Optimization exercise on an open flow, not production practice. RTL: at most simulated, not proved equivalent. Function not checked: run 2. Power: default activity.

==> flow/design.v <==
`default_nettype none
module calculator (input CLOCK_50,
                   input RESET,
                   input KEYPRESSED,
                   input [3:0] KEYCODE,
                   input [3:0] KEY,
                   output [0:6] HEX0, HEX1, HEX2, HEX3, HEX4, HEX5, HEX6, HEX7
                   );
	wire clk = CLOCK_50;
	wire rst = RESET;
	localparam S_START = 3'd0, S_OPA = 3'd1, S_OPAN = 3'd2, S_OPRND = 3'd3,
	           S_OPB = 3'd4, S_OPBN = 3'd5, S_RES = 3'd6;
	localparam P_IDLE = 2'd0, P_COMP = 2'd1, P_FIX = 2'd2, P_EMIT = 2'd3;
	reg        kp_l;
	reg [3:0]  key_l;
	reg [2:0]  state;
	reg [31:0] X;
	reg [12:0] Y;
	reg [15:0] R;
	reg [3:0]  K;
	reg [12:0] mem;
	reg [1:0]  op;
	reg [1:0]  ph;
	reg [2:0]  cnt;
	reg        seen, neg, adj;
	wire ks   = KEYPRESSED & ~kp_l;
	wire [3:0] pb = key_l & ~KEY;
	wire dig  = ks & (KEYCODE < 4'd10);
	wire rin  = ks & (KEYCODE == 4'd10);
	wire exin = ks & (KEYCODE == 4'd11);
	wire opin = ks & (KEYCODE > 4'd11);
	wire sub  = ks & (KEYCODE == 4'd14);
	wire bk = pb[0], ms = pb[1], mr = pb[2], mc = pb[3];
	always @(posedge clk) begin
		kp_l  <= rst ? 1'b0 : KEYPRESSED;
		key_l <= rst ? 4'hF : KEY;
	end
	reg [2:0] nstate;
	always @(*) begin
		nstate = state;
		case (state)
			S_START: begin
				if (sub) nstate = S_OPAN;
				if (dig | mr) nstate = S_OPA;
			end
			S_OPA: begin
				if (opin) nstate = S_OPRND;
				if (rin) nstate = S_START;
			end
			S_OPAN: begin
				if (sub | bk) nstate = S_START;
				if (dig | mr) nstate = S_OPA;
				if (rin) nstate = S_START;
			end
			S_OPRND: begin
				if (sub) nstate = S_OPBN;
				if (dig) nstate = S_OPB;
				if (rin) nstate = S_START;
			end
			S_OPB: begin
				if (exin) nstate = S_RES;
				if (rin) nstate = S_START;
			end
			S_OPBN: begin
				if (sub | bk) nstate = S_OPRND;
				if (dig | mr) nstate = S_OPB;
				if (rin) nstate = S_START;
			end
			S_RES: begin
				if (rin) nstate = S_START;
			end
			default: ;
		endcase
	end
	always @(posedge clk)
		state <= rst ? S_START : nstate;
	wire st_start = state == S_START;
	wire st_opa   = state == S_OPA;
	wire st_opan  = state == S_OPAN;
	wire st_oprnd = state == S_OPRND;
	wire st_opb   = state == S_OPB;
	wire st_opbn  = state == S_OPBN;
	wire st_res   = state == S_RES;
	wire x_mem   = mr & (st_start | st_opa | st_opan | st_opb | st_opbn);
	wire x_bksp  = ((st_opa | st_opb) & bk) | ((st_opan | st_opbn) & (sub | bk));
	wire x_load  = (st_start & (sub | dig) & ~mr) | ((st_opa | st_opb | st_opan | st_opbn) & dig)
	             | (st_oprnd & (sub | dig));
	wire x_clear = st_start & ~mr & ~sub & ~dig;
	wire load_op = st_opa & opin;
	wire execute = st_opb & exin;
	function [3:0] cln;         
		input [3:0] d;
		cln = (d[3] & d[2]) ? 4'd0 : d;
	endfunction
	function [3:0] n9;          
		input [3:0] d;
		n9 = 4'd9 - d;
	endfunction
	function [4:0] bcdadd;      
		input [3:0] a, b;
		input c;
		reg [4:0] s;
		begin
			s = a + b + c;
			if (s > 5'd9) bcdadd = {1'b1, s[3:0] + 4'd6};
			else          bcdadd = {1'b0, s[3:0]};
		end
	endfunction
	function [3:0] inc10;
		input [3:0] d;
		inc10 = (d == 4'd9) ? 4'd0 : d + 4'd1;
	endfunction
	wire [3:0] L0 = Y[3:0], L1 = Y[7:4], L2 = Y[11:8];
	wire [11:0] M = {cln(X[11:8]), cln(X[7:4]), cln(X[3:0])};
	wire sa = Y[12] | (L2 == 4'hE) | (L1 == 4'hE) | (L0 == 4'hE);
	wire sb = (X[15:12] == 4'hE) | (X[11:8] == 4'hE) | (X[7:4] == 4'hE) | (X[3:0] == 4'hE);
	wire bzero = (M == 12'd0);
	wire [1:0] eop = execute ? (op[1] ? {1'b1, op[0] & ~bzero} : {1'b0, sa ^ sb ^ op[0]}) : op;
	wire comp  = execute | (ph == P_COMP);
	wire fix   = (ph == P_FIX);
	wire mulm  = (eop == 2'b10);
	wire divm  = (eop == 2'b11);
	wire effsub = ~eop[1] & eop[0];
	wire subm = fix | divm | effsub;
	wire cin  = ~fix & (divm | effsub);
	wire [15:0] Mop = subm ? {4'd9, n9(M[11:8]), n9(M[7:4]), n9(M[3:0])} : {4'd0, M};
	wire [4:0] a0 = bcdadd(R[3:0],   Mop[3:0],   cin);
	wire [4:0] a1 = bcdadd(R[7:4],   Mop[7:4],   a0[4]);
	wire [4:0] a2 = bcdadd(R[11:8],  Mop[11:8],  a1[4]);
	wire [4:0] a3 = bcdadd(R[15:12], Mop[15:12], a2[4]);
	wire [15:0] sum = {a3[3:0], a2[3:0], a1[3:0], a0[3:0]};
	wire cout = a3[4];
	wire [11:0] Yinc = {(L0 == 4'd9 && L1 == 4'd9) ? L2 + 4'd1 : L2,
	                    (L0 == 4'd9) ? inc10(L1) : L1,
	                    inc10(L0)};
	wire emph = (ph == P_EMIT);
	wire c0 = (cnt == 3'd0), c3 = (cnt == 3'd3), c6 = (cnt == 3'd6);
	wire Knz = (K != 4'd0);
	wire rnz = (R[11:0] != 12'd0);
	wire mul_add = comp & mulm & Knz & ~c0;
	wire div_add = comp & divm & cout;
	wire rot_c   = comp & ~mul_add & ~div_add & ~c3;
	wire fin     = comp & ~mul_add & ~div_add & c3;
	wire fin_adj = fin & divm & adj & rnz;
	wire fin_as  = fin & ~eop[1];
	wire as_neg  = fin_as & effsub & ~cout;
	wire divop = (op == 2'b11);
	wire rr    = emph & divop & c3;                       
	wire [3:0] t = (adj & (cnt[2] | c3)) ? n9(L2) : L2;
	wire tz    = (t == 4'd0);
	wire last  = (divop & (cnt == 3'd2)) | c6;
	wire ehold = emph & neg & ~seen & ~tz & ~rr;    
	wire erot  = emph & ~ehold;
	wire emitd = seen | ~tz | last;
	wire emit  = ehold | (erot & (rr | emitd));
	wire [3:0] ch = ehold ? 4'hE : rr ? 4'hA : t;
	wire [3:0] wb = emitd ? t : 4'hF;
	wire rot   = rot_c | erot;
	wire sumR  = mul_add | div_add | fin_adj | fin_as | fix;
	wire incY  = (mul_add & cout) | div_add | fin_adj;
	wire [3:0] r0src = comp ? (mulm ? 4'd0 : cln(L2)) : (cnt[2] | c3) ? 4'd0 : wb;
	always @(posedge clk) begin
		R <= ({16{sumR}} & sum) | ({16{rot}} & {R[11:0], r0src}) | ({16{~sumR & ~rot}} & R);
		if (rot_c)        K <= cln(L2);
		else if (mul_add) K <= K - 4'd1;
		if (rst)                      ph <= P_EMIT;    
		else if (execute)             ph <= P_COMP;
		else if (fin_adj | as_neg)    ph <= P_FIX;
		else if (fin | fix)           ph <= P_EMIT;
		else if (erot & c6)           ph <= P_IDLE;
		if (rst | fin | (erot & c6))  cnt <= 3'd0;
		else if (rot)                 cnt <= cnt + 3'd1;
		if (fin | rr)                 seen <= 1'b0;
		else if (erot)                seen <= seen | emitd;
		if (rst)                      neg <= 1'b0;
		else if (execute)             neg <= op[1] ? (sa ^ sb) : sa;
		else if (as_neg)              neg <= ~neg;
		else if (ehold | rr)          neg <= 1'b0;
		if (execute)                  adj <= divm & sa;
		else if (fin & divm)          adj <= adj & rnz;
		else if (as_neg)              adj <= 1'b1;
		else if (erot & c6)           adj <= 1'b0;
		if (load_op)                  op <= ~KEYCODE[1:0];
		else if (execute)             op <= eop;
	end
	wire ldm  = x_mem & ~execute;
	wire shr  = x_bksp & ~x_mem & ~execute;
	wire shl  = x_load & ~x_mem & ~x_bksp;
	wire clrX = rst | x_clear | load_op | fin;
	wire x2e  = (X[11:8] == 4'hE);
	wire shlo = shl | emit;                         
	wire sh3  = (shl & x2e) | emit;                 
	wire hold_lo = ~ldm & ~shr & ~shlo;
	wire hold_3  = ~ldm & ~shr & ~sh3;
	wire [3:0] ins = emit ? ch : KEYCODE;
	wire [15:0] xpre =
		  ({16{ldm}} & {3'b111, ~mem[12], mem[11:0]})
		| ({16{shr}} & {4'hF, X[15:4]})
		| ({{4{sh3}}, {12{shlo}}} & {X[11:0], ins})
		| ({{4{hold_3}}, {12{hold_lo}}} & X[15:0]);
	always @(posedge clk) begin
		if (clrX) X <= 32'hFFFFFFFF;
		else begin
			if (emit) X[31:16] <= X[27:12];
			X[15:0] <= xpre;
		end
		if (load_op)    Y <= {~xpre[12], xpre[11:0]};
		else if (incY)  Y[11:0] <= Yinc;
		else if (rot)   Y[11:0] <= {Y[7:0], R[15:12]};
		if (rst | mc) mem <= 13'h0FF0;
		else if (ms)  mem <= st_res ? {1'b0, divop ? Y[11:0] : fixE} : {~X[12], X[11:0]};
	end
	wire [11:0] fixE = {X[11:9], X[8] | (X[11] & X[10] & X[9]),
	                    X[7:5],  X[4] | (X[7] & X[6] & X[5]),
	                    X[3:1],  X[0] | (X[3] & X[2] & X[1])};
	function [0:6] seg;
		input [3:0] s;
		begin
			seg[0] = (s[2] & ~s[1] & ~s[0]) | (s[3] & s[1]) | (~s[3] & ~s[2] & ~s[1] & s[0]);
			seg[1] = (s[2] & ~s[1] & s[0]) | (s[2] & s[1] & ~s[0]) | (s[3] & s[1]);
			seg[2] = (~s[2] & s[1] & ~s[0]) | (s[3] & s[1]);
			seg[3] = (~s[2] & ~s[1] & s[0]) | (s[2] & ~s[1] & ~s[0]) | (s[2] & s[1] & s[0]) | (s[3] & s[1]);
			seg[4] = s[0] | (s[2] & ~s[1]) | (s[3] & s[2]);
			seg[5] = (s[1] & s[0]) | (~s[2] & s[1]) | (s[3] & s[1]) | (~s[3] & ~s[2] & s[0]);
			seg[6] = (s[2] & s[1] & s[0]) | (~s[3] & ~s[2] & ~s[1]);
		end
	endfunction
	assign HEX0 = seg(X[3:0]);
	assign HEX1 = seg(X[7:4]);
	assign HEX2 = seg(X[11:8]);
	assign HEX3 = seg(X[15:12]);
	assign HEX4 = seg(X[19:16]);
	assign HEX5 = seg(X[23:20]);
	assign HEX6 = seg(X[27:24]);
	assign HEX7 = seg(X[31:28]);
endmodule
==> flow/run.sh <==
#!/bin/bash
# synth_recipe.tcl (not shown) runs the flow's synth.tcl, then flattens the netlist and writes it again
# the make line also repeats each setting of config.mk as NAME=value (left out here)
make -C /OpenROAD-flow-scripts/flow DESIGN_CONFIG=/design/flow/config.mk WORK_HOME=/design/flow/orfs CLKGATE_MAP_FILE= SYNTH_SCRIPT=/design/flow/synth_recipe.tcl finish
==> flow/config.mk <==
export PLATFORM = sky130hd
export DESIGN_NAME = calculator
export DESIGN_NICKNAME = calculator
export VERILOG_FILES = /design/flow/design.v
export SDC_FILE = /design/flow/constraint.sdc
export NUM_CORES = 4
export LEC_CHECK = 0
export ABC_AREA = 1
export CAP_MARGIN = 20
export CORE_MARGIN = 2
export CORE_UTILIZATION = 40
export SLEW_MARGIN = 20
==> flow/constraint.sdc <==
create_clock -name core_clock -period 50.0 [get_ports {CLOCK_50}]
set_input_delay 10.0000 -clock core_clock [delete_from_list [all_inputs] [get_ports {CLOCK_50}]]
set_output_delay 10.0000 -clock core_clock [all_outputs]
set_load 0.01 [all_outputs]
==> results.ini, run 1 <==
[timing]
worstMarginPinSlew_ns = 0.8756
min_period_ns = 18.70
skew_ns = 0.007040
hold_viol_final = 0
rsz0062_at_grt = no
final.period_utilization_pct = 37.41
clock.fmax_mhz = 53.46
slew_headroom_pct = 41.27
fin_tns_setup_ns = 0
setup_viol = 0
holdWs_ns = 0.4878
drv_slew = 0

[synth]
async_reset_ff_share_pct = 0
synth-seq-area-share_pct = 28.32
yosysWarnings = 1
synth_nets = 1154
syn_area_um2 = 7492
synth.distinct_cells = 50
ys_ff_latch = 96
synth-edff-count = 20
ys.flop_type = dfxtp_1
avgSynthCellArea_um2 = 6.830
syn_inst = 1097

[clocking]
clkTransAtPathRegs_ns = 0.06
insertion_delay_ns = 0.36
clk_path_buf_depth = 2
cts_buffers = 9
cts_root_buf = clkbuf_16
cts.sinks = 96
holdBufCountCts = 0
htree_num_levels = 3
cts_setup_buffers = 0
cts_resized = 0
cts_tree = yes

[routing]
drtIter0Drc = 650
wl_per_cell_um = 15.83
drc_errors = 0
routed_via_density = 5.422
vias = 7509
routed_wirelength_um = 21920
dr.pass1.iters = 5
ant_nets = 0

[final_layout]
layout-drive-gt1-share_pct = 4.961
fin_util_pct = 46.09
seqCellArea_um2 = 2122
multiInputGateArea_um2 = 4533
fill_cells = 1970
layout.nets = 1201
area_growth_pct = 13.93
final_area_um2 = 8536

[power]
power_mw = 0.5354
leakagePower_nw = 4.264
ir_worst_vdd_mv = 0.02336
power_density_nw_per_um2 = 62.72

[floorplanning]
start_util_pct = 40.46
die-area_um2 = 19840
dieWidth_um = 140.9
rows = 50
ios = 67
coreArea_um2 = 18520
die_h_um = 140.9

[critical_path]
arrival_ns = 18.82
cpMostUsedCell = nand2_1
path_delay_family = simple AND/OR/NAND/NOR gates
critPathMaxFanout = 22
crit_buf_inv = 6
crit_required_ns = 50.12
crit_path_start_kind = primary input
cp-end-kind = flip-flop
critPathSlowestCell = clkdlybuf4s50_1
worst-setup-path-type = primary input to flip-flop
max_stage_delay_ns = 0.52

[placement]
gp_congestion = 0.9095
place_area_um2 = 8260
dp.final_hpwl_um = 16900
portBuffers = 66

[global_route]
grtUsageTotal_pct = 22.47
grt_overflow = 0
grt_max_degree = 36
antenna_found_initial = 2
grt_pass1_wl_um = 35640
grt_pass1_vias = 6956

[flow_run]
maxCapViolCount = 0

[worst_hold_path]
worstHoldPathType = flip-flop to flip-flop

[run_status]
outcome = timing/DRC/antenna clean

==> cells by family after synthesis <==
| kind of cell | synth area share (%) |
|---|---|
| buf+inv | 11.26 |
| xor+xnor | 3.156 |
| compound gates | 16.07 |
| flops | 28.32 |
| simple gates | 32.82 |
| fa+ha+maj | 8.383 |
==> Yosys cell counts (all sizes together), types with 7 or more instances <==
cell    instances  area (um2)
o211ai         30       225.2
xor2           21       183.9
nand4          40       280.3
o21ai          78       390.4
nand2         254        1011
nand3         120       643.1
edfxtp         20       600.6
inv           167       631.9
a21oi          52       260.3
nor3            9       45.04
buf            22       161.4
clkbuf         10       38.78
dfxtp          76        1521
nor2           79       329.1
fa              7       140.1
or2            13       81.33
a31oi           7       43.79
o22ai           8       50.05
o31ai           8       60.06
ha             39       488.0
o221ai          7       61.31
==> flip-flops by register name (all words and copies together) (netlist names) <==
name and flops:
state 3, ph 2, cnt 3, mem 13, Y 13, R 16, X 32, adj 1
key_l 4, op 2, kp_l 1, neg 1, K 4, seen 1
==> worst min-delay path: cells and delay by family, from the launching register on <==
kind	cells	cell delay, ns
buffers and inverters	1	0.06
flip-flops	1	0.30
AO/OA/AOI/OAI	1	0.08
==> cells in the final DEF (no fill, tap or decap), types with 4 or more instances in the layout <==
cell type        netlist  routed
clkbuf_16              0       9
nand2_4                6       6
ha_1                  39      39
nand3_1              116     116
o211ai_1              30      30
inv_1                159     159
or2_2                  6       6
nand4_1               38      38
inv_2                  6       6
nor2_1                72      71
dfxtp_1               76      76
o22ai_1                8       8
nor2_2                 4       5
o31ai_1                8       8
or2_1                  7       7
clkdlybuf4s50_1        0      66
xor2_1                21      21
xnor2_1                6       6
a31oi_1                7       7
fa_1                   7       7
nand3b_1               4       4
o221ai_1               7       7
nand2_1              243     243
edfxtp_1              20      20
o21ai_0               75      75
a21oi_1               52      51
inv_4                  2       5
nor3_1                 9       9
nand2_2                5       5
==> metrics by stage <==
stage | std cells | worst slack [ns]
6_report | 1385 | 31.30
5_1_grt | 1383 | 30.53
4_1_cts | 1383 | 31.36
3_5_place_dp | 1367 | 31.00
3_3_place_gp | 1367 | 31.24
2_1_floorplan | 1097 | 32.62
==> final timing paths <==
check                 startpoint                   to  slack, ns  depth (start not counted)
max                   KEYCODE[1]      Y[10]$_DFFE_PP_      31.30                         43
min          mem[8]$_SDFFE_PP1P_  mem[8]$_SDFFE_PP1P_       0.49                          2
max reg2reg      X[6]$_SDFF_PP1_      Y[10]$_DFFE_PP_      40.42                         44
min reg2reg  mem[8]$_SDFFE_PP1P_  mem[8]$_SDFFE_PP1P_       0.49                          2
==> power breakdown <==
part	internal, mW	switching, mW
Clock	0.0341	0.0319
Combinational	0.132	0.201
Sequential	0.103	0.0332
==> final cells by class <==
| class | count | area share, % |
|---|---|---|
| Clock buffer | 12 | 2.770 |
| Timing Repair Buffer | 68 | 7.916 |
| Antenna cell | 2 | 0.05863 |
| Tap cell | 234 | 3.430 |
| Clock inverter | 4 | 0.3225 |
| Multi-Input combinational cell | 799 | 53.11 |
| Sequential cell | 96 | 24.86 |
| Inverter | 170 | 7.534 |
==> layer usage <==
metal	up-vias	GRT usage [%]	wire (um)
li1	3782	-	-
met1	3454	31.34	10190
met2	234	34.38	9675
met3	39	4.144	1495
met4	0	9.000	561
met5	-	0	0
==> run 2, diff against run 1 <==
--- a/flow/design.v
+++ b/flow/design.v
@@ -210,7 +210,10 @@
 		if (rst | mc) mem <= 13'h0FF0;
-		else if (ms)  mem <= st_res ? {1'b0, divop ? Y[11:0] : fixE} : {~X[12], X[11:0]};
-	end
-	wire [11:0] fixE = {X[11:9], X[8] | (X[11] & X[10] & X[9]),
-	                    X[7:5],  X[4] | (X[7] & X[6] & X[5]),
-	                    X[3:1],  X[0] | (X[3] & X[2] & X[1])};
+		else if (ms)  mem <= memd;
+	end
+	wire mres = st_res & ~divop;
+	wire mdiv = st_res & divop;
+	wire [11:0] mx = {X[11:9], X[8] | (mres & X[11] & X[10] & X[9]),
+	                  X[7:5],  X[4] | (mres & X[7] & X[6] & X[5]),
+	                  X[3:1],  X[0] | (mres & X[3] & X[2] & X[1])};
+	wire [12:0] memd = {~X[12] & ~st_res, ({12{mdiv}} & Y[11:0]) | ({12{~mdiv}} & mx)};
 	function [0:6] seg;
==> flow/flow/run.sh (new file) <==
#!/bin/bash
# The standard layout (standard.sh), with two changes:
#  - synthesis maps the logic with an area-oriented ABC script (flow/abc_area.script)
#    instead of ORFS's; everything else in synthesis is unchanged, so the registers are
#    the standard synthesis's;
#  - the ports are buffered with the smallest buffer cell (buf_1).
set -euo pipefail
here=$(pwd)
rm -rf "$here/orfs_scripts"
cp -r "$FLOW_HOME/scripts" "$here/orfs_scripts"
cp "$here/flow/abc_area.script" "$here/orfs_scripts/abc_area.script"
export SCRIPTS_DIR="$here/orfs_scripts"
export BUFFER_PORTS_ARGS="-buffer_cell sky130_fd_sc_hd__buf_1"
bash standard.sh > "$here/standard_flow.log" 2>&1
==> flow/flow/abc_area.script (new file) <==
strash
&get -n
&deepsyn -T 60
&put
dch -f
amap
topo
==> flow/standard.sh (new file) <==
#!/bin/bash
# synth_recipe.tcl (not shown) runs the flow's synth.tcl, then flattens the netlist and writes it again
# the make line also repeats each setting of config.mk as NAME=value (left out here)
make -C /OpenROAD-flow-scripts/flow DESIGN_CONFIG=/design/flow/config.mk WORK_HOME=/design/flow/orfs CLKGATE_MAP_FILE= SYNTH_SCRIPT=/design/flow/synth_recipe.tcl "${@:-finish}"
--- a/flow/config.mk
+++ b/flow/config.mk
@@ -11,2 +11,3 @@
 export CORE_UTILIZATION = 40
+export CTS_BUF_LIST = sky130_fd_sc_hd__clkbuf_8
 export SLEW_MARGIN = 20
removed: flow/run.sh
==> run 2 against run 1 <==
Largest cell class unchanged. Critical endpoint is now Y[8]$_DFFE_PP_. Sequential power down 14%. Power shrank 42%. Register-to-register slack lost 3.5 ns. Non-clock buffer count rose by 5. Sequential share of layout area up 5.2 points. Core utilization increased by 0.20 points. Cell count fell by 19%. Clock power fell by 18%. First-iteration DRC count shrank 8.5%. Design area is 17% lower. Flip-flop and latch count unchanged. Maximum frequency decreased by 15%.
==> results.ini, run 2 <==
[timing]
min_period_ns = 21.93
slew_headroom_pct = 31.71
fin_tns_setup_ns = 0
clock.fmax_mhz = 45.61
setup_viol = 0
drv_slew = 0
skew_ns = 0.01613
rsz0062_at_grt = no
final.period_utilization_pct = 43.85
worstMarginPinSlew_ns = 0.9985
hold_viol_final = 0

[synth]
synth_nets = 873
synth_top_area_cell = dfxtp_1
async_reset_ff_share_pct = 0
synthTopCellsByArea = dfxtp_1 24%, edfxtp_1 9.6%, nor2_1 9.3%
synth_top_area_share_pct = 24.22
synth-edff-count = 20
yosysWarnings = 1
syn_area_um2 = 6282
synth.most_common_cell = nor2_1
synth-seq-area-share_pct = 33.78
synth.distinct_cells = 44
syn_inst = 818
ys.flop_type = dfxtp_1
avgSynthCellArea_um2 = 7.680
synth_commonest_cells = 156 x nor2_1, 127 x clkinv_1, 76 x dfxtp_1
ys_ff_latch = 96

[final_layout]
area_growth_pct = 12.45
final_area_um2 = 7064
final_common_cell = nor2_1
layout-drive-gt1-share_pct = 2.649
layout.nets = 956
largest_register_ffs = 32
regMostFlops = X
final_cell_mix = 156 x nor2_1, 127 x clkinv_1, 76 x dfxtp_1
num_antenna_cells = 0
top_regs = X: 32 flops, R: 16 flops
instances_no_fill = 1117

[routing]
dr.pass1.iters = 6
routed_wirelength_um = 18900
routed_via_density = 5.699
drc_errors = 0
vias = 6366
drtIter0Drc = 595
wl_per_cell_um = 16.92
ant_nets = 0

[flow_run]
maxCapViolCount = 0

[critical_path]
crit_buf_inv = 7
cp-end-kind = flip-flop
worst-setup-path-type = primary input to flip-flop
cpMostUsedCell = nor2_1
crit_path_start_kind = primary input
critPathMaxFanout = 11
path_delay_family = simple AND/OR/NAND/NOR gates
crit_required_ns = 50.14
max_stage_delay_ns = 0.79
arrival_ns = 22.07
critPathSlowestCell = a2111oi_0

[floorplanning]
ios = 67
start_util_pct = 41.17
die_h_um = 129.3
rows = 45
coreArea_um2 = 15260
dieWidth_um = 129.3
die-area_um2 = 16720

[power]
seq_power_share_pct = 37.6
switchingPower_mw = 0.1374
pwr-share-comb_pct = 44.8
ir_worst_vdd_mv = 0.02102
p_int_mw = 0.1724
swShare_pct = 44.35
leakagePower_nw = 2.505
power_frac_clock_pct = 17.6
power_density_nw_per_um2 = 43.85

[placement]
dpl.cell_count = 1101
portBuffers = 66
gp_congestion = 0.9447
place_area_um2 = 6857
dp.final_hpwl_um = 14790

[clocking]
clk_path_buf_depth = 2
cts.sinks = 96
cts_buffers = 9
htree_num_levels = 3
clkTransAtPathRegs_ns = 0.09
cts_setup_buffers = 0
cts_tree = yes
cts_root_buf = clkbuf_8
holdBufCountCts = 0
insertion_delay_ns = 0.40
cts_resized = 0

[global_route]
grt_pass1_wl_um = 30040
grt_max_degree = 18
grt_pass1_vias = 5784
grt_overflow = 0
grtUsageTotal_pct = 23.21
antenna_found_initial = 0

[worst_hold_path]
worstHoldPathType = flip-flop to flip-flop

[run_status]
outcome = timing/DRC/antenna clean

-- run 2: cell types whose count changed after synthesis, sizes merged, moves of 24 or more --
cell,before,now
clkinv,3,127
inv,167,0
nand2,254,39
nand3,120,10
nand4,40,3
nor2,79,156
o211ai,30,2
o21ai,78,54
-- run 2: kinds of logic after synthesis --
group	Yosys count	share of synthesized area, %
buf+inv	128	7.648
fa+ha+maj	44	9.600
flops	96	33.78
compound gates	256	28.02
simple gates	294	20.95
-- run 2: power by group through the flow --
stage	registers [mW]	clock network, mW	logic, mW
final	0.117	0.0544	0.139
after global routing	0.119	0.0591	0.158
after CTS	0.116	0.0558	0.137
after detailed placement	0.118	0	0.137
after global placement	0.118	0	0.137
after floorplan	0.108	0	0.104
-- run 2: layout make-up --
| type | count | area, um2 |
|---|---|---|
| Multi-Input combinational cell | 594 | 3694 |
| Inverter | 127 | 476.7 |
| Sequential cell | 96 | 2122 |
| Tap cell | 211 | 264.0 |
| Clock inverter | 5 | 56.30 |
| Fill cell | 1534 | 8194 |
| Clock buffer | 11 | 151.4 |
| Timing Repair Buffer | 73 | 300.3 |
-- run 2: through the flow --
step / total power [mW] / worst slack (ns) / hold WS, ns / util (%)
final: 0.3098 / 28.07 / 0.4688 / 46.30
after CTS: 0.3093 / 28.31 / 0.4708 / 46.30
after floorplan: 0.2120 / 28.62 / 0.4322 / -
after global placement: 0.2553 / 28.47 / 0.4474 / 44.93
after detailed placement: 0.2547 / 27.88 / 0.4538 / 44.94
after global routing: 0.3364 / 26.78 / 0.4839 / 46.30
-- run 2: worst reg2reg max path: cells and delay by family (launching register included) --
family | cells | cell delay (ns)
AND/OR/NAND/NOR | 15 | 3.19
buffers and inverters | 5 | 1.03
adder cells (fa/ha/maj) | 9 | 3.31
AO/OA/AOI/OAI | 18 | 4.74
flip-flops | 1 | 0.56
-- run 2: path summary, 6_finish.rpt --
check / from / end / slack, ns / cells after the start
hold reg to reg: mem[12]$_SDFFE_PP0P_ / mem[12]$_SDFFE_PP0P_ / 0.47 / 2
setup reg to reg: Y[8]$_DFFE_PP_ / Y[8]$_DFFE_PP_ / 36.91 / 47
hold / removal: mem[12]$_SDFFE_PP0P_ / mem[12]$_SDFFE_PP0P_ / 0.47 / 2
setup / recovery: KEYPRESSED / Y[8]$_DFFE_PP_ / 28.07 / 47
-- run 2: metal layers --
layer / vias up / GRT usage, % / share of wire [%]
met4: 0 / 10.17 / 3.9
met5: - / 0 / 0
li1: 3145 / - / -
met3: 53 / 5.285 / 6.6
met2: 241 / 36.19 / 44
met1: 2927 / 30.84 / 45
==> run 3, diff against run 2 <==
--- a/flow/design.v
+++ b/flow/design.v
@@ -24,3 +24,3 @@
 	reg [2:0]  cnt;
-	reg        seen, neg, adj;
+	reg        neg, adj;
 	wire ks   = KEYPRESSED & ~kp_l;
@@ -136,2 +136,3 @@
 	wire emph = (ph == P_EMIT);
+	wire seen = ~X[3] | (~X[2] & ~X[1]);
 	wire c0 = (cnt == 3'd0), c3 = (cnt == 3'd3), c6 = (cnt == 3'd6);
@@ -172,4 +173,2 @@
 		else if (rot)                 cnt <= cnt + 3'd1;
-		if (fin | rr)                 seen <= 1'b0;
-		else if (erot)                seen <= seen | emitd;
 		if (rst)                      neg <= 1'b0;
==> flow/flow/abc_area.script (replaced) <==
strash
dch -f
amap
&get -n
&deepsyn -T 60
&put
dch -f
amap
topo
==> run 3 against run 2 <==
Still clean on timing, DRC and antenna. Synthesized cell count is 2.4% higher. Register-to-register slack better by 0.21 ns. Via count is 0.33% lower. Combinational power is 68% higher. Core utilization is 0.39 points lower. Sequential power is 5% higher.
==> results.ini, run 3 <==
[synth]
synth.distinct_cells = 44
syn_area_um2 = 6291
synth.most_common_cell = nor2_1
avgSynthCellArea_um2 = 7.507
synth_top_area_share_pct = 23.87
ys_ff_latch = 95
synth-seq-area-share_pct = 33.41
async_reset_ff_share_pct = 0
yosysWarnings = 1
synth_nets = 893
synth_top_area_cell = dfxtp_1
synthTopCellsByArea = dfxtp_1 24%, edfxtp_1 9.5%, nor2_1 9.1%
syn_inst = 838
ys.flop_type = dfxtp_1
synth-edff-count = 20
synth_commonest_cells = 152 x nor2_1, 136 x clkinv_1, 83 x o21ai_0

[timing]
slew_headroom_pct = 27.41
skew_ns = 0.008201
setup_viol = 0
rsz0062_at_grt = no
holdWs_ns = 0.4860
worstMarginPinSlew_ns = 1.075
hold_viol_final = 0
setup_slack_ns = 28.23
final.period_utilization_pct = 43.54
clock.fmax_mhz = 45.94
drv_slew = 0
fin_tns_setup_ns = 0
min_period_ns = 21.77

[critical_path]
max_stage_delay_ns = 0.57
r2r-start = X[2]$_SDFF_PP1_
worst-setup-path-type = primary input to flip-flop
arrival_ns = 22.06
cp-end-kind = flip-flop
cpMostUsedCell = nor2_1
r2r_cells = 43
crit_required_ns = 50.29
r2r-end = R[0]$_DFF_P_
critPathMaxFanout = 14
ff2ff_setup_slack_ns = 37.12
crit_path_start_kind = primary input
critPathSlowestCell = a221oi_1

[clocking]
cts_resized = 0
cts_setup_buffers = 0
holdBufCountCts = 0
cts.sinks = 95
clk_path_buf_depth = 2
cts_root_buf = clkbuf_8
insertion_delay_ns = 0.39
htree_num_levels = 3
clkTransAtPathRegs_ns = 0.10
cts_tree = yes
cts_buffers = 9

[routing]
routed_wirelength_um = 19540
drc_errors = 0
vias = 6345
drtIter0Drc = 555
routed_via_density = 5.600
wl_per_cell_um = 17.25
ant_nets = 0
dr.pass1.iters = 5

[global_route]
antenna_found_initial = 1
grtUsageTotal_pct = 23.66
grt_overflow = 0
grt_pass1_wl_um = 30640
grt_pass1_vias = 5682
grt_max_degree = 19

[power]
leakagePower_nw = 2.519
power_density_nw_per_um2 = 58.36
ir_worst_vdd_mv = 0.03007
power_mw = 0.4088

[final_layout]
layout-drive-gt1-share_pct = 2.061
num_antenna_cells = 0
largest_register_ffs = 32
area_growth_pct = 11.34
regMostFlops = X
final_cell_mix = 152 x nor2_1, 136 x clkinv_1, 83 x o21ai_0
fin_util_pct = 45.90
top_regs = X: 32 flops, R: 16 flops
seqCellArea_um2 = 2102
multiInputGateArea_um2 = 3675
fill_cells = 1602
final_area_um2 = 7004
final_common_cell = nor2_1
layout.nets = 972
instances_no_fill = 1133

[worst_hold_path]
min-delay-start = mem[3]$_SDFFE_PP0P_
whs_path_depth = 2
worstHoldPathType = flip-flop to flip-flop
whs_endpoint = mem[3]$_SDFFE_PP0P_

[placement]
portBuffers = 66
place_area_um2 = 6822
gp_congestion = 0.9741
dp.final_hpwl_um = 15480
pre_cts_slack_ns = 28.07
dpl.cell_count = 1117

[floorplanning]
rows = 45
start_util_pct = 41.23
dieWidth_um = 129.4
die_h_um = 129.4
die-area_um2 = 16750
coreArea_um2 = 15260
ios = 67

[flow_run]
maxCapViolCount = 0

[run_status]
outcome = timing/DRC/antenna clean

## run 3: worst max path at each step
stage                    start            to  cells past startpoint
detailed placement  KEYPRESSED  R[0]$_DFF_P_                     45
floorplan           KEYPRESSED  R[0]$_DFF_P_                     44
CTS                 KEYPRESSED  R[0]$_DFF_P_                     45
finish              KEYPRESSED  R[0]$_DFF_P_                     45
global route        KEYPRESSED  R[0]$_DFF_P_                     45
global placement    KEYPRESSED  R[0]$_DFF_P_                     45
## run 3: cells by family (layout without fill, tap and decap cells)
kind of cell	after synthesis	in the layout	synth area share (%)
DFF	95	95	33.41
adders and majority gates	44	44	9.586
buffers and inverters	137	221	8.174
and+or+nand+nor	287	287	19.75
AOI/OAI and AO/OA	275	275	29.08
## run 3: final cells by class
class / instances / share of cell area [%]
Timing Repair Buffer: 69 / 3.859
Sequential cell: 95 / 30.01
Clock buffer: 9 / 1.768
Inverter: 136 / 7.288
Multi-Input combinational cell: 606 / 52.47
Clock inverter: 7 / 0.8396
Tap cell: 211 / 3.769
## run 3: routing by layer
metal | GRT usage, % | vias to the layer above | routed length, um
li1 | - | 3186 | -
met1 | 33.70 | 2877 | 9026
met3 | 3.592 | 33 | 1437
met4 | 7.843 | 2 | 379
met2 | 36.84 | 247 | 8687
met5 | 0 | - | 13
## run 3: critical path, delay by kind of cell
kind | cells | cell delay [ns]
compound gates | 15 | 4.15
fa+ha+maj | 8 | 3.17
buf+inv | 6 | 1.20
simple gates | 16 | 3.50
## run 3: where the power goes
part / internal, mW / switching, mW / total [mW]
Combinational: 0.0838 / 0.151 / 0.234
Clock: 0.0193 / 0.0319 / 0.0512
Sequential: 0.0983 / 0.0249 / 0.123
==> run 4, diff against run 3 <==
--- a/flow/flow/run.sh
+++ b/flow/flow/run.sh
@@ -5,2 +5,4 @@
 #    the standard synthesis's;
+#  - synthesis leaves adders to ABC instead of mapping them to half/full adder cells
+#    first (ADDER_MAP_FILE empty);
 #  - the ports are buffered with the smallest buffer cell (buf_1).
@@ -12,2 +14,3 @@
 export SCRIPTS_DIR="$here/orfs_scripts"
+export ADDER_MAP_FILE=
 export BUFFER_PORTS_ARGS="-buffer_cell sky130_fd_sc_hd__buf_1"
==> run 4 against run 3 <==
Worst hold slack got worse by 0.010 ns. Setup slack gained 2.0 ns. Via count increased by 5.9%. Core utilization increased by 0.35 points. Critical path depth increased by 7. Clock skew up 0.0056 ns. Design area down 3.3%. Critical path type unchanged. Largest power group unchanged. Highest routed layer is now met4.
==> results.ini, run 4 <==
[clocking]
holdBufCountCts = 0
cts.sinks = 95
cts_buffers = 9
clkTransAtPathRegs_ns = 0.10
cts_setup_buffers = 0
cts_tree = yes
insertion_delay_ns = 0.40
htree_num_levels = 3
cts_resized = 0
clk_path_buf_depth = 2
cts_root_buf = clkbuf_8

[critical_path]
critPathSlowestCell = nor2_1
max_stage_delay_ns = 0.65
critPathMaxFanout = 13
crit_path_start_kind = primary input
cpMostUsedCell = nor2_1
crit_required_ns = 50.04
cp-end-kind = flip-flop
arrival_ns = 19.77
worstSetupStartpoint = KEYPRESSED
r2r_cells = 49
ff2ff_setup_slack_ns = 39.39
r2r-end = Y[10]$_DFFE_PP_
r2r-start = Y[10]$_DFFE_PP_
worst-setup-path-type = primary input to flip-flop
endpoint = Y[10]$_DFFE_PP_

[global_route]
antenna_found_initial = 0
grt_pass1_vias = 5851
grtUsageTotal_pct = 24.40
grt_max_degree = 20
grt_overflow = 0
grt_pass1_wl_um = 31330

[timing]
holdWs_ns = 0.4758
clock.fmax_mhz = 50.69
min_period_ns = 19.73
rsz0062_at_grt = no
drv_slew = 0
fin_tns_setup_ns = 0
slew_headroom_pct = 23.60
skew_ns = 0.01383
setup_viol = 0
worstMarginPinSlew_ns = 1.142
hold_viol_final = 0
final.period_utilization_pct = 39.46

[final_layout]
regMostFlops = X
fill_cells = 1545
num_antenna_cells = 0
layout-drive-gt1-share_pct = 2.304
largest_register_ffs = 32
top_regs = X: 32 flops, R: 16 flops
final_cell_mix = 191 x nor2_1, 130 x clkinv_1, 76 x o21ai_0
layout.nets = 961
area_growth_pct = 11.79
multiInputGateArea_um2 = 3472
final_common_cell = nor2_1
seqCellArea_um2 = 2102
instances_no_fill = 1139

[routing]
drc_errors = 0
routed_via_density = 5.900
dr.pass1.iters = 7
routed_wirelength_um = 19390
wl_per_cell_um = 17.02
drtIter0Drc = 633
ant_nets = 0
vias = 6720

[synth]
syn_inst = 869
synth_nets = 880
synth-edff-count = 20
synth_top_family_by_area = compound AO/OA/AOI/OAI gates
synth-compound-area-share_pct = 31.36
synth_top_area_share_pct = 24.78
synth.most_common_cell = nor2_1
synth_commonest_cells = 191 x nor2_1, 130 x clkinv_1, 76 x o21ai_0
async_reset_ff_share_pct = 0
synth_xor_area_share_pct = 0
synth-simple-area-share_pct = 25.83
synth.distinct_cells = 45
ys.flop_type = dfxtp_1
yosys-mux-area-fraction_pct = 0
synthTopCellsByArea = dfxtp_1 25%, nor2_1 12%, edfxtp_1 9.9%
ys_ff_latch = 95
synth_top_area_cell = dfxtp_1
synth_fa_ha_area_share_pct = 0
yosysWarnings = 1
synth-seq-area-share_pct = 34.69
avgSynthCellArea_um2 = 6.973
syn_area_um2 = 6060

[power]
ir_worst_vdd_mv = 0.02604
power_density_nw_per_um2 = 50.35
leakagePower_nw = 2.280
power_mw = 0.3410

[placement]
dpl.cell_count = 1123
dp.final_hpwl_um = 15070
portBuffers = 66
gp_congestion = 0.9058

[run_status]
outcome = timing/DRC/antenna clean

[worst_hold_path]
whs_path_depth = 2
worstHoldPathType = flip-flop to flip-flop

[floorplanning]
dieWidth_um = 127.1
die_h_um = 127.1
ios = 67
start_util_pct = 41.38
rows = 44
coreArea_um2 = 14640
die-area_um2 = 16150

[flow_run]
maxCapViolCount = 0

-- run 4: cell types whose count changed after synthesis, sizes merged, moves of 7 or more --
cell	previous run	this run
o21ai	83	76
o221ai	22	15
nand2	57	65
nor2	152	191
fa	7	0
o21a	15	8
ha	37	0
nor3	16	41
-- run 4: cell families (layout without fill, tap and decap cells) --
logic type,after synthesis,count (layout)
AO/OA/AOI/OAI,281,281
AND/OR/NAND/NOR,362,362
flip-flops,95,95
buffers and inverters,131,217
-- run 4: cell type report --
| class | count | area share (%) |
|---|---|---|
| Sequential cell | 95 | 31.03 |
| Tap cell | 184 | 3.399 |
| Clock buffer | 9 | 1.829 |
| Inverter | 130 | 7.204 |
| Clock inverter | 7 | 1.071 |
| Multi-Input combinational cell | 643 | 51.26 |
| Timing Repair Buffer | 71 | 4.211 |
-- run 4: metrics by stage --
stage | utilization (%) | cell area [um2] | setup slack (ns)
after floorplan | - | 6060 | 31.36
after CTS | 46.26 | 6774 | 30.39
after detailed placement | 44.92 | 6578 | 29.99
after global placement | 44.92 | 6578 | 30.56
final | 46.26 | 6774 | 30.27
after global routing | 46.26 | 6774 | 28.86
-- run 4: critical path, delay by kind of cell --
| family | cells | cell delay [ns] |
|---|---|---|
| compound gates | 15 | 3.33 |
| buf+inv | 8 | 1.22 |
| simple gates | 29 | 5.18 |
-- run 4: how the worst min path moves through the flow --
stage,start,to,slack (ns)
5_1_grt,mem[12]$_SDFFE_PP0P_,mem[12]$_SDFFE_PP0P_,0.49
3_3_place_gp,mem[2]$_SDFFE_PP0P_,mem[2]$_SDFFE_PP0P_,0.45
3_5_place_dp,mem[2]$_SDFFE_PP0P_,mem[2]$_SDFFE_PP0P_,0.45
6_report,mem[12]$_SDFFE_PP0P_,mem[12]$_SDFFE_PP0P_,0.48
4_1_cts,mem[12]$_SDFFE_PP0P_,mem[12]$_SDFFE_PP0P_,0.48
2_1_floorplan,mem[1]$_SDFFE_PP0P_,mem[1]$_SDFFE_PP0P_,0.43
-- run 4: layer usage --
metal	routed length (um)	global-route usage, %
met5	0	0
met4	394	6.981
met3	1525	4.648
met2	8296	36.91
met1	9175	35.54
-- run 4: report_power, final --
group | leakage (nW) | switching (mW) | internal, mW | total, mW
clock | 0.102 | 0.0320 | 0.0196 | 0.0516
combinational | 1.36 | 0.116 | 0.0556 | 0.172
sequential | 0.820 | 0.0213 | 0.0966 | 0.118
==> run 5, diff against run 4 <==
--- a/flow/design.v
+++ b/flow/design.v
@@ -19,3 +19,2 @@
 	reg [15:0] R;
-	reg [3:0]  K;
 	reg [12:0] mem;
@@ -138,2 +137,3 @@
 	wire c0 = (cnt == 3'd0), c3 = (cnt == 3'd3), c6 = (cnt == 3'd6);
+	wire [3:0] K = X[31:28];                        
 	wire Knz = (K != 4'd0);
@@ -164,4 +164,2 @@
 		R <= ({16{sumR}} & sum) | ({16{rot}} & {R[11:0], r0src}) | ({16{~sumR & ~rot}} & R);
-		if (rot_c)        K <= cln(L2);
-		else if (mul_add) K <= K - 4'd1;
 		if (rst)                      ph <= P_EMIT;    
@@ -202,3 +200,5 @@
 		else begin
-			if (emit) X[31:16] <= X[27:12];
+			if (emit)         X[31:16] <= X[27:12];
+			else if (rot_c)   X[31:28] <= cln(L2);
+			else if (mul_add) X[31:28] <= K - 4'd1;
 			X[15:0] <= xpre;
--- a/flow/flow/run.sh
+++ b/flow/flow/run.sh
@@ -1,3 +1,3 @@
 #!/bin/bash
-# The standard layout (standard.sh), with two changes:
+# The standard layout (standard.sh), with these changes:
 #  - synthesis maps the logic with an area-oriented ABC script (flow/abc_area.script)
==> flow/flow/abc_area.script (replaced) <==
strash
dch -f
amap
&get -n
&deepsyn -T 150
&put
dch -f
amap
topo
==> run 5 against run 4 <==
Sequential power is essentially flat. Still clean on timing, DRC and antenna. Via count shrank 1.1%. Routed wire length shrank 1.0%. Flip-flop and latch count shrank 4. Global-route usage shrank 0.44 points. First-iteration DRC count shrank 1.3%. Worst hold slack gained 0.011 ns. Sequential share of layout area shrank 0.81 points. Synthesized cell count shrank 0.81%.
==> results.ini, run 5 <==
[run_status]
outcome = timing/DRC/antenna clean

[global_route]
use_met3_pct = 5.434
grt_pass1_wl_um = 30250
grt_pass1_vias = 5804
use_met1_pct = 32.79
antenna_found_initial = 0
grtUsageTotal_pct = 23.96
grt_max_degree = 18
busiest_layer = met2
grt_overflow = 0
grt_use_met2_pct = 36.35

[clocking]
cts_resized = 0
cts.sinks = 91
htree_num_levels = 3
cts_tree = yes
holdBufCountCts = 0
cts_setup_buffers = 0
insertion_delay_ns = 0.39
clkTransAtPathRegs_ns = 0.10
cts_root_buf = clkbuf_8
clk_path_buf_depth = 2
cts_buffers = 9

[critical_path]
path_delay_family = compound AO/OA/AOI/OAI gates
ff2ff_setup_slack_ns = 39.21
max_stage_delay_ns = 0.80
critPathSlowestCell = o41ai_1
arrival_ns = 20.50
crit_buf_inv = 9
cp-end-kind = flip-flop
cpMostUsedCell = clkinv_1
crit_path_start_kind = primary input
critPathMaxFanout = 17
crit_required_ns = 50.25
worst-setup-path-type = primary input to flip-flop

[floorplanning]
ios = 67
rows = 44
start_util_pct = 40.62
die-area_um2 = 15630
coreArea_um2 = 14420
die_h_um = 125.0
dieWidth_um = 125.0

[synth]
synth_xor_area_share_pct = 0.1495
synth-edff-count = 16
synth.most_common_cell = nor2_1
synth-compound-area-share_pct = 32.71
yosys-mux-area-fraction_pct = 0
synth_nets = 873
avgSynthCellArea_um2 = 6.797
syn_area_um2 = 5859
synth_top_area_cell = dfxtp_1
ys.flop_type = dfxtp_1
ys_ff_latch = 91
synth-simple-area-share_pct = 24.86
yosysWarnings = 1
synth.distinct_cells = 46
syn_inst = 862
synth_top_area_share_pct = 25.62
synth_commonest_cells = 187 x nor2_1, 131 x clkinv_1, 88 x o21ai_0
synth_top_family_by_area = compound AO/OA/AOI/OAI gates
async_reset_ff_share_pct = 0
synth-seq-area-share_pct = 33.82
synth_fa_ha_area_share_pct = 0
synthTopCellsByArea = dfxtp_1 26%, nor2_1 12%, clkinv_1 8.4%

[timing]
drv_slew = 0
rsz0062_at_grt = no
worstMarginPinSlew_ns = 1.027
hold_viol_final = 0
fin_tns_setup_ns = 0
setup_viol = 0
min_period_ns = 20.25
final.period_utilization_pct = 40.50
slew_headroom_pct = 31.10
clock.fmax_mhz = 49.39
skew_ns = 0.01948

[routing]
drc_errors = 0
drtIter0Drc = 625
dr.pass1.iters = 5
ant_nets = 0
vias = 6647
routed_via_density = 5.872
wl_per_cell_um = 16.95
routed_wirelength_um = 19190

[worst_hold_path]
worstHoldPathType = flip-flop to flip-flop

[placement]
place_area_um2 = 6377
dp.final_hpwl_um = 14870
gp_congestion = 0.9264
portBuffers = 66

[flow_run]
maxCapViolCount = 0

[final_layout]
area_growth_pct = 11.94
top_regs = X: 32 flops, R: 16 flops
num_antenna_cells = 0
final_area_um2 = 6559
final_common_cell = nor2_1
regMostFlops = X
fin_util_pct = 45.47
layout-drive-gt1-share_pct = 2.321
final_cell_mix = 187 x nor2_1, 131 x clkinv_1, 87 x o21ai_0
layout.nets = 954
largest_register_ffs = 32

[power]
ir_worst_vdd_mv = 0.02057
leakagePower_nw = 2.237
power_density_nw_per_um2 = 61.25

[run 5: tightest hold or removal path: stages (launching register included)]
cell      delay, ns
dfxtp_1        0.32
clkinv_1       0.05
o32ai_1        0.07
[run 5: worst paths after layout]
| kind | from | end | cells after the start |
|---|---|---|---|
| min | mem[12]$_SDFFE_PP0P_ | mem[12]$_SDFFE_PP0P_ | 2 |
| max reg2reg | kp_l$_SDFF_PP0_ | R[14]$_DFF_P_ | 46 |
| min reg2reg | mem[12]$_SDFFE_PP0P_ | mem[12]$_SDFFE_PP0P_ | 2 |
| max | KEYPRESSED | R[14]$_DFF_P_ | 48 |
[run 5: through the flow]
stage / power (mW) / setup WS, ns / hold slack, ns / std cells
after CTS: 0.3971 / 29.84 / 0.4808 / 1132
final: 0.4017 / 29.75 / 0.4872 / 1132
after global placement: 0.3483 / 29.97 / 0.4585 / 1116
after floorplan: 0.2777 / 31.00 / 0.4329 / 862
after global routing: 0.4333 / 28.43 / 0.5116 / 1132
after detailed placement: 0.3469 / 29.51 / 0.4639 / 1116
[run 5: cell type report]
class                      instances  area (um2)
clock buffer                       9       123.9
clock inverter                     7       57.56
fill                            1547        7865
inverter                         131       491.7
multi-input combinational        639        3388
sequential                        91        1982
tap                              184       230.2
timing repair buffer              71       285.3
[run 5: cells by family after synthesis]
group | count (synthesis)
AND/OR/NAND/NOR | 346
buffers and inverters | 132
AO/OA/AOI/OAI | 292
flip-flops | 91
XOR/XNOR | 1
[run 5: routing by layer]
| metal | vias up | part of all wire (%) |
|---|---|---|
| met2 | 305 | 43 |
| li1 | 3273 | - |
| met1 | 3016 | 44 |
| met4 | 0 | 3.5 |
| met5 | - | 0 |
| met3 | 53 | 9.3 |
[run 5: where the power goes]
| part | internal (mW) | total (mW) | switching (mW) |
|---|---|---|---|
| sequential | 0.0962 | 0.117 | 0.0206 |
| clock | 0.0189 | 0.0498 | 0.0309 |
| combinational | 0.0727 | 0.235 | 0.162 |
==> run 6, diff against run 5 <==
--- a/flow/flow/run.sh
+++ b/flow/flow/run.sh
@@ -7,3 +7,4 @@
 #    first (ADDER_MAP_FILE empty);
-#  - the ports are buffered with the smallest buffer cell (buf_1).
+#  - the ports are buffered with the smallest buffer cell (buf_1);
+#  - clock tree synthesis adds no dummy loads.
 set -euo pipefail
@@ -16,2 +17,3 @@
 export BUFFER_PORTS_ARGS="-buffer_cell sky130_fd_sc_hd__buf_1"
+export CTS_ARGS="-sink_clustering_enable -repair_clock_nets -buf_list sky130_fd_sc_hd__clkbuf_8 -dont_use_dummy_load"
 bash standard.sh > "$here/standard_flow.log" 2>&1
--- a/flow/config.mk
+++ b/flow/config.mk
@@ -12,2 +12,3 @@
 export CTS_BUF_LIST = sky130_fd_sc_hd__clkbuf_8
+export GPL_TIMING_DRIVEN = 0
 export SLEW_MARGIN = 20
==> run 6 against run 5 <==
Still clean. Cell count down 0.88%. Sequential power about the same. Setup slack worse by 1.3 ns. Flip-flop and latch count unchanged. Count of clock-buffer cells in the layout unchanged. Via count down 2.4%. Sequential share of layout area up 0.36 points. Largest cell class unchanged.
==> results.ini, run 6 <==
[worst_hold_path]
worstHoldPathType = flip-flop to flip-flop
whs_endpoint = mem[12]$_SDFFE_PP0P_
min-delay-start = mem[12]$_SDFFE_PP0P_
whs_path_depth = 2

[timing]
final.period_utilization_pct = 43.06
hold_viol_final = 0
drv_slew = 0
rsz0062_at_grt = no
clock.fmax_mhz = 46.45
fin_tns_setup_ns = 0
setup_viol = 0
worstMarginPinSlew_ns = 1.066
min_period_ns = 21.53
skew_ns = 0.03052
slew_headroom_pct = 28.36

[synth]
synth_top_area_share_pct = 25.62
synth_nets = 873
synth.distinct_cells = 46
syn_area_um2 = 5859
async_reset_ff_share_pct = 0
yosysWarnings = 1
ys_ff_latch = 91
synth.most_common_cell = nor2_1
synth-seq-area-share_pct = 33.82
synth-edff-count = 16
ys.flop_type = dfxtp_1
synthTopCellsByArea = dfxtp_1 26%, nor2_1 12%, clkinv_1 8.4%
synth_commonest_cells = 187 x nor2_1, 131 x clkinv_1, 88 x o21ai_0
synth_top_area_cell = dfxtp_1
syn_inst = 862
avgSynthCellArea_um2 = 6.797

[floorplanning]
ios = 67
die_h_um = 125.0
rows = 44
start_util_pct = 40.62
dieWidth_um = 125.0
die-area_um2 = 15630
coreArea_um2 = 14420

[clocking]
clkTransAtPathRegs_ns = 0.09
clk_path_buf_depth = 2
cts.sinks = 91
cts_root_buf = clkbuf_8
htree_num_levels = 3
holdBufCountCts = 0
cts_resized = 0
insertion_delay_ns = 0.39
cts_buffers = 9
cts_setup_buffers = 0
cts_tree = yes

[placement]
dp.final_hpwl_um = 14340
gp_congestion = 0.9393
place_area_um2 = 6354
portBuffers = 66

[critical_path]
max_stage_delay_ns = 0.99
worst-setup-path-type = primary input to flip-flop
r2r-end = R[14]$_DFF_P_
r2r_cells = 45
crit_buf_inv = 8
cpMostUsedCell = clkinv_1
critPathSlowestCell = o41ai_1
arrival_ns = 21.74
ff2ff_setup_slack_ns = 37.95
crit_path_start_kind = primary input
cp-end-kind = flip-flop
path_delay_family = compound AO/OA/AOI/OAI gates
r2r-start = kp_l$_SDFF_PP0_
crit_required_ns = 50.21
critPathMaxFanout = 17

[power]
ir_worst_vdd_mv = 0.02168
leakagePower_nw = 2.195
power_density_nw_per_um2 = 59.64

[final_layout]
layout-drive-gt1-share_pct = 1.493
multiInputGateArea_um2 = 3398
top_regs = X: 32 flops, R: 16 flops
seqCellArea_um2 = 1982
fill_cells = 1546
layout.nets = 951
area_growth_pct = 10.63
largest_register_ffs = 32
num_antenna_cells = 0
final_area_um2 = 6482
regMostFlops = X
final_common_cell = nor2_1
final_cell_mix = 185 x nor2_1, 131 x clkinv_1, 87 x o21ai_0

[routing]
drc_errors = 0
ant_nets = 0
vias = 6486
wl_per_cell_um = 16.45
drtIter0Drc = 605
routed_via_density = 5.781
routed_wirelength_um = 18460
dr.pass1.iters = 5

[flow_run]
maxCapViolCount = 0

[global_route]
grtUsageTotal_pct = 23.62
grt_max_degree = 18
grt_pass1_wl_um = 30150
antenna_found_initial = 0
grt_overflow = 0
grt_pass1_vias = 5805

[run_status]
outcome = timing/DRC/antenna clean

==> run 6: cell counts after synthesis <==
No cell type changed its count.
==> run 6: layer usage <==
metal	part of all wire (%)	track usage, %	vias to the layer above
met5	0	0	-
met4	1.7	7.908	0
met3	8.2	4.365	25
met2	43	36.19	257
met1	47	33.55	2953
li1	-	-	3251
==> run 6: worst max path at each step <==
stage / startpoint / to / cells past startpoint
after floorplan: KEYPRESSED / Y[10]$_DFFE_PP_ / 46
after global placement: KEYPRESSED / X[14]$_SDFF_PP1_ / 46
after detailed placement: KEYPRESSED / X[15]$_SDFF_PP1_ / 46
after CTS: KEYPRESSED / X[15]$_SDFF_PP1_ / 46
after global routing: KEYPRESSED / Y[4]$_DFFE_PP_ / 48
final: KEYCODE[3] / R[14]$_DFF_P_ / 46
==> run 6: through the flow <==
| step | util (%) | hold slack, ns | power (mW) | std cells | setup WS [ns] |
|---|---|---|---|---|---|
| global placement | 43.94 | 0.4528 | 0.3422 | 1112 | 27.94 |
| global route | 44.94 | 0.5136 | 0.4213 | 1122 | 27.08 |
| finish | 44.94 | 0.4721 | 0.3866 | 1122 | 28.47 |
| floorplan | - | 0.4329 | 0.2777 | 862 | 31.00 |
| CTS | 44.91 | 0.4710 | 0.3836 | 1122 | 28.55 |
| detailed placement | 44.05 | 0.4573 | 0.3423 | 1113 | 28.22 |
==> run 6: cell families after synthesis <==
family,share of synthesized area [%]
simple gates,24.86
flops,33.82
xor+xnor,0.1495
buf+inv,8.456
compound gates,32.71
==> run 6: worst register-to-register path, delay by kind of cell (launching register included) <==
kind | cells | cell delay, ns
AOI/OAI and AO/OA | 18 | 5.26
buffers and inverters | 6 | 1.32
DFF | 1 | 0.30
and+or+nand+nor | 21 | 5.00
==> run 6: where the power goes <==
| group | total, mW | internal, mW | leakage, nW | switching [mW] |
|---|---|---|---|---|
| Clock | 0.0405 | 0.0162 | 0.0647 | 0.0243 |
| Sequential | 0.116 | 0.0963 | 0.787 | 0.0201 |
| Combinational | 0.230 | 0.0715 | 1.34 | 0.158 |
| Total | 0.387 | 0.184 | 2.19 | 0.203 |
==> run 6: layout make-up <==
class                   instances  area share, %
plain buffers                   1        0.05790
repair buffers                 67          3.899
well taps                     184          3.551
inverters                     131          7.585
multi-input cells             639          52.42
clock buffers                   9          1.911
flip-flops and latches         91          30.57
==> run 7, diff against run 6 <==
--- a/flow/config.mk
+++ b/flow/config.mk
@@ -12,3 +12,2 @@
 export CTS_BUF_LIST = sky130_fd_sc_hd__clkbuf_8
-export GPL_TIMING_DRIVEN = 0
 export SLEW_MARGIN = 20
==> run 7 against run 6 <==
First-iteration DRC count up 1.7%. Clock power is 2% higher. Synthesized cell count stayed put. Sequential share of layout area shrank 0.088 points. Global-route usage is 0.33 points higher. Non-clock buffer count grew 3. Via count up 2.3%. Clock skew grew 0.0089 ns. Maximum frequency up 6.2%. Count of clock-buffer cells in the layout unchanged. Core utilization rose by 0.13 points. Highest routed layer unchanged.
==> results.ini, run 7 <==
[routing]
routed_via_density = 5.896
wl_per_cell_um = 17.00
ant_nets = 0
drtIter0Drc = 615
drc_errors = 0
vias = 6633
routed_wirelength_um = 19130
dr.pass1.iters = 6

[synth]
synth.distinct_cells = 46
synth_commonest_cells = 187 x nor2_1, 131 x clkinv_1, 88 x o21ai_0
synth.most_common_cell = nor2_1
synth_top_area_cell = dfxtp_1
ys.flop_type = dfxtp_1
synth_nets = 873
ys_ff_latch = 91
synthTopCellsByArea = dfxtp_1 26%, nor2_1 12%, clkinv_1 8.4%
synth-edff-count = 16
synth-seq-area-share_pct = 33.82
syn_inst = 862
syn_area_um2 = 5859
async_reset_ff_share_pct = 0
synth_top_area_share_pct = 25.62
avgSynthCellArea_um2 = 6.797
yosysWarnings = 1

[timing]
hold_viol_final = 0
rsz0062_at_grt = no
setup_viol = 0
drv_slew = 0
clock.fmax_mhz = 49.34
final.period_utilization_pct = 40.54
min_period_ns = 20.27
holdWs_ns = 0.4812
worstMarginPinSlew_ns = 1.045
slew_headroom_pct = 29.86
fin_tns_setup_ns = 0
skew_ns = 0.03943

[critical_path]
r2r-end = R[14]$_DFF_P_
critPathMaxFanout = 17
ff2ff_setup_slack_ns = 39.20
max_stage_delay_ns = 0.80
critPathSlowestCell = o41ai_1
crit_required_ns = 50.22
cpMostUsedCell = clkinv_1
worst-setup-path-type = primary input to flip-flop
arrival_ns = 20.49
crit_path_start_kind = primary input
r2r-start = kp_l$_SDFF_PP0_
r2r_cells = 46
cp-end-kind = flip-flop

[floorplanning]
die_h_um = 125.0
rows = 44
coreArea_um2 = 14420
ios = 67
start_util_pct = 40.62
dieWidth_um = 125.0
die-area_um2 = 15630

[clocking]
holdBufCountCts = 0
cts_resized = 0
cts_root_buf = clkbuf_8
clkTransAtPathRegs_ns = 0.09
clk_path_buf_depth = 2
cts_setup_buffers = 0
cts_tree = yes
insertion_delay_ns = 0.39
htree_num_levels = 3
cts.sinks = 91
cts_buffers = 9

[power]
leakagePower_nw = 2.212
ir_worst_vdd_mv = 0.02049
power_density_nw_per_um2 = 60.46

[placement]
gp_congestion = 0.9264
dp.final_hpwl_um = 14870
portBuffers = 66

[global_route]
grt_max_degree = 18
grt_pass1_wl_um = 30260
grt_overflow = 0
antenna_found_initial = 0
grtUsageTotal_pct = 23.95
grt_pass1_vias = 5800

[final_layout]
largest_register_ffs = 32
final_common_cell = nor2_1
area_growth_pct = 10.95
seqCellArea_um2 = 1982
layout.nets = 954
final_cell_mix = 187 x nor2_1, 131 x clkinv_1, 87 x o21ai_0
regMostFlops = X
num_antenna_cells = 0
layout-drive-gt1-share_pct = 1.594
top_regs = X: 32 flops, R: 16 flops
fill_cells = 1548
multiInputGateArea_um2 = 3388

[worst_hold_path]
worstHoldPathType = flip-flop to flip-flop
min-delay-start = mem[12]$_SDFFE_PP0P_
whs_path_depth = 2
whs_endpoint = mem[12]$_SDFFE_PP0P_

[run_status]
outcome = timing/DRC/antenna clean

[flow_run]
maxCapViolCount = 0

==> run 7: changes by cell type in the layout (fill, tap and decap cells not counted), sizes merged <==
cell  previous run  this run
buf             68        71
==> run 7: worst max-delay path, delay by kind of cell <==
family	cells	cell delay, ns
AO/OA/AOI/OAI	18	4.71
buffers and inverters	9	1.50
AND/OR/NAND/NOR	21	4.25
==> run 7: stage by stage <==
stage / total power [mW] / setup WS, ns / cells / area, um2 / utilization (%)
floorplan: 0.2777 / 31.00 / 862 / 5859 / -
global placement: 0.3483 / 29.97 / 1116 / 6377 / 44.21
detailed placement: 0.3469 / 29.51 / 1116 / 6377 / 44.21
CTS: 0.3887 / 29.83 / 1125 / 6501 / 45.07
global route: 0.4248 / 28.41 / 1125 / 6501 / 45.07
finish: 0.3931 / 29.73 / 1125 / 6501 / 45.07
==> run 7: power breakdown <==
part / leakage (nW) / internal (mW) / total [mW] / switching (mW)
clock: 0.0647 / 0.0162 / 0.0415 / 0.0253
sequential: 0.787 / 0.0963 / 0.117 / 0.0206
combinational: 1.36 / 0.0727 / 0.235 / 0.162
total: 2.21 / 0.185 / 0.393 / 0.208
==> run 7: area by class of cell <==
class	instances	share of cell area [%]
Sequential cell	91	30.48
Timing Repair Buffer	71	4.388
Clock buffer	9	1.905
Multi-Input combinational cell	639	52.12
Tap cell	184	3.541
Inverter	131	7.564
==> run 7: cell families (layout without fill, tap and decap cells) <==
family                    Yosys count  after routing  synth area share [%]
xor gates and xnor gates            1              1                0.1495
AOI/OAI and AO/OA                 292            292                 32.71
buffers and inverters             132            211                 8.456
DFF                                91             91                 33.82
and+or+nand+nor                   346            346                 24.86
==> run 7: per-layer routing <==
layer / global-route usage, % / vias up / part of all wire, %
li1: - / 3275 / -
met1: 32.84 / 3031 / 44
met2: 36.16 / 284 / 43
met3: 5.306 / 43 / 9.5
met4: 10.72 / 0 / 3.4
met5: 0 / - / 0
==> run 7: worst max path at each step <==
stage,start,end,cells past startpoint
after detailed placement,KEYPRESSED,Y[7]$_DFFE_PP_,49
after CTS,KEYPRESSED,R[14]$_DFF_P_,48
after global placement,KEYPRESSED,Y[6]$_DFFE_PP_,49
after global routing,KEYPRESSED,R[10]$_DFF_P_,48
after floorplan,KEYPRESSED,Y[10]$_DFFE_PP_,46
final,KEYPRESSED,R[14]$_DFF_P_,48
==> run 8, diff against run 7 <==
--- a/flow/design.v
+++ b/flow/design.v
@@ -33,4 +33,4 @@
 	always @(posedge clk) begin
-		kp_l  <= rst ? 1'b0 : KEYPRESSED;
-		key_l <= rst ? 4'hF : KEY;
+		kp_l  <= KEYPRESSED;
+		key_l <= KEY;
 	end
==> flow/flow/abc_area.script (replaced) <==
strash
dch -f
amap
&get -n
&deepsyn -I 4 -T 40
&put
dch -f
amap
topo
==> run 8 against run 7 <==
Clock skew is 0.0033 ns lower. Non-clock buffer count is 1 higher. Core utilization is 0.18 points lower. Clock power is 3% lower. Sequential share of layout area is 0.24 points higher. Critical path depth is 9 higher. Global-route usage is 0.099 points higher. Cell count is 3.5% lower. Largest cell class unchanged. Largest power group unchanged.
==> results.ini, run 8 <==
[run_status]
outcome = timing/DRC/antenna clean

[routing]
dr_wl_met2_um = 8258
dr.pass1.iters = 9
ant_nets = 0
routed_wirelength_um = 18880
top_layer = met4
vias = 6405
routed_via_density = 5.898
drc_errors = 0
drtIter0Drc = 751
wl_per_cell_um = 17.38
met3WireLength_um = 1451
m1WireLength_um = 8472

[final_layout]
area_growth_pct = 11.20
instances_no_fill = 1086
final_cell_mix = 153 x nor2_1, 122 x clkinv_1, 75 x dfxtp_1, 75 x nand2_1, 70 x o21ai_0
layout.nets = 915
layout-drive-gt1-share_pct = 1.774
regMostFlops = X
top_regs = X: 32 flops, R: 16 flops
num_antenna_cells = 0
largest_register_ffs = 32
fill_cells = 1489
final_common_cell = nor2_1

[clocking]
cts.sinks = 91
cts_root_buf = clkbuf_8
holdBufCountCts = 0
cts_resized = 0
cts_setup_buffers = 0
htree_num_levels = 3
cts_buffers = 9
insertion_delay_ns = 0.39
cts_tree = yes
clkTransAtPathRegs_ns = 0.08
clk_path_buf_depth = 2

[global_route]
antenna_found_initial = 0
grt_max_degree = 17
grt_overflow = 0
grtUsageTotal_pct = 24.05
grt_pass1_vias = 5667
grt_pass1_wl_um = 30030

[worst_hold_path]
whs_path_depth = 2
min-delay-start = mem[3]$_SDFFE_PP0P_
worstHoldPathType = flip-flop to flip-flop
whs_endpoint = mem[3]$_SDFFE_PP0P_

[power]
power_mw = 0.3549
power_density_nw_per_um2 = 55.03
leakagePower_nw = 2.177
seq_power_share_pct = 33.1
pwr-share-comb_pct = 55.6
power_frac_clock_pct = 11.3
p_int_mw = 0.1751
swShare_pct = 50.68
switchingPower_mw = 0.1799
ir_worst_vdd_mv = 0.02885

[synth]
synth.most_common_cell = nor2_1
ys_ff_latch = 91
syn_inst = 822
synth_top_area_share_pct = 25.88
synth.distinct_cells = 45
ys.flop_type = dfxtp_1
synth_top_area_cell = dfxtp_1
synth_commonest_cells = 153 x nor2_1, 122 x clkinv_1, 75 x dfxtp_1, 75 x nand2_1, 70 x o21ai_0
syn_area_um2 = 5801
yosysWarnings = 1
avgSynthCellArea_um2 = 7.057
synth_nets = 833
synth-edff-count = 16
synth-seq-area-share_pct = 34.17
synthTopCellsByArea = dfxtp_1 26%, nor2_1 9.9%, edfxtp_1 8.3%
async_reset_ff_share_pct = 0

[timing]
worstMarginPinSlew_ns = 1.217
final.period_utilization_pct = 40.13
rsz0062_at_grt = no
slew_headroom_pct = 18.47
skew_ns = 0.03612
hold_viol_final = 0
setup_viol = 0
fin_tns_setup_ns = 0
drv_slew = 0
min_period_ns = 20.06
clock.fmax_mhz = 49.84

[critical_path]
critPathMaxFanout = 16
critPathSlowestCell = clkinv_1
worst-setup-path-type = primary input to flip-flop
r2r_cells = 56
crit_path_start_kind = primary input
r2r-start = X[2]$_SDFF_PP1_
ff2ff_setup_slack_ns = 38.47
cp-end-kind = flip-flop
cpMostUsedCell = nor2_1
arrival_ns = 20.34
crit_required_ns = 50.27
r2r-end = R[0]$_DFF_P_
max_stage_delay_ns = 0.50

[placement]
dp.final_hpwl_um = 14740
gp_congestion = 0.9889
dpl.cell_count = 1077
portBuffers = 66

[floorplanning]
start_util_pct = 40.37
ios = 67
die_h_um = 124.4
die-area_um2 = 15480
rows = 44
coreArea_um2 = 14370
dieWidth_um = 124.4

[flow_run]
maxCapViolCount = 0

==> run 8: layout make-up <==
| cell class | instances | area (um2) | area share (%) |
|---|---|---|---|
| Clock buffer | 9 | 123.9 | 1.920 |
| Timing Repair Buffer | 72 | 292.8 | 4.539 |
| Inverter | 122 | 457.9 | 7.100 |
| Sequential cell | 91 | 1982 | 30.73 |
| Tap cell | 184 | 230.2 | 3.569 |
| Multi-Input combinational cell | 608 | 3363 | 52.14 |
==> run 8: through the flow <==
| stage | hold WS (ns) | instance area (um2) | util, % | setup WS (ns) |
|---|---|---|---|---|
| floorplan | 0.4317 | 5801 | - | 30.43 |
| global placement | 0.4533 | 6326 | 44.03 | 30.15 |
| detailed placement | 0.4481 | 6326 | 44.03 | 29.82 |
| CTS | 0.4707 | 6450 | 44.89 | 30.20 |
| global route | 0.4959 | 6450 | 44.89 | 28.39 |
| finish | 0.4766 | 6450 | 44.89 | 29.94 |
==> run 8: worst max-delay path, delay by kind of cell <==
family,cells,cell delay [ns]
compound gates,22,4.33
simple gates,27,4.15
buf+inv,8,1.80
==> run 8: routing by layer <==
metal	vias up	global-route usage, %
li1	3198	-
met1	2886	32.56
met2	269	37.22
met5	-	0
met4	0	10.11
met3	52	5.026
==> run 8: worst max-delay path by stage <==
| stage | startpoint | end | slack (ns) | cells past startpoint |
|---|---|---|---|---|
| after CTS | KEYPRESSED | R[0]$_DFF_P_ | 30.20 | 56 |
| final | KEYCODE[3] | R[0]$_DFF_P_ | 29.94 | 57 |
| after global routing | KEYPRESSED | R[3]$_DFF_P_ | 28.39 | 55 |
| after floorplan | KEYPRESSED | Y[10]$_DFFE_PP_ | 30.43 | 52 |
| after global placement | KEYPRESSED | R[3]$_DFF_P_ | 30.15 | 56 |
| after detailed placement | KEYPRESSED | R[13]$_DFF_P_ | 29.82 | 56 |
==> run 8: power groups by stage <==
stage          Combinational (mW)  Clock (mW)  Sequential (mW)
6_report                    0.197      0.0402            0.118
5_1_grt                     0.220      0.0439            0.120
4_1_cts                     0.193      0.0413            0.117
3_5_place_dp                0.192           0            0.118
3_3_place_gp                0.193           0            0.119
2_1_floorplan               0.143           0            0.109
==> run 8: kinds of logic (layout without fill, tap and decap cells) <==
kind of cell           after synthesis  count (layout)  share of synthesized area, %
AND/OR/NAND/NOR                    322             322                         24.01
AO/OA/AOI/OAI                      286             286                         33.87
buffers and inverters              123             203                         7.959
flip-flops                          91              91                         34.17
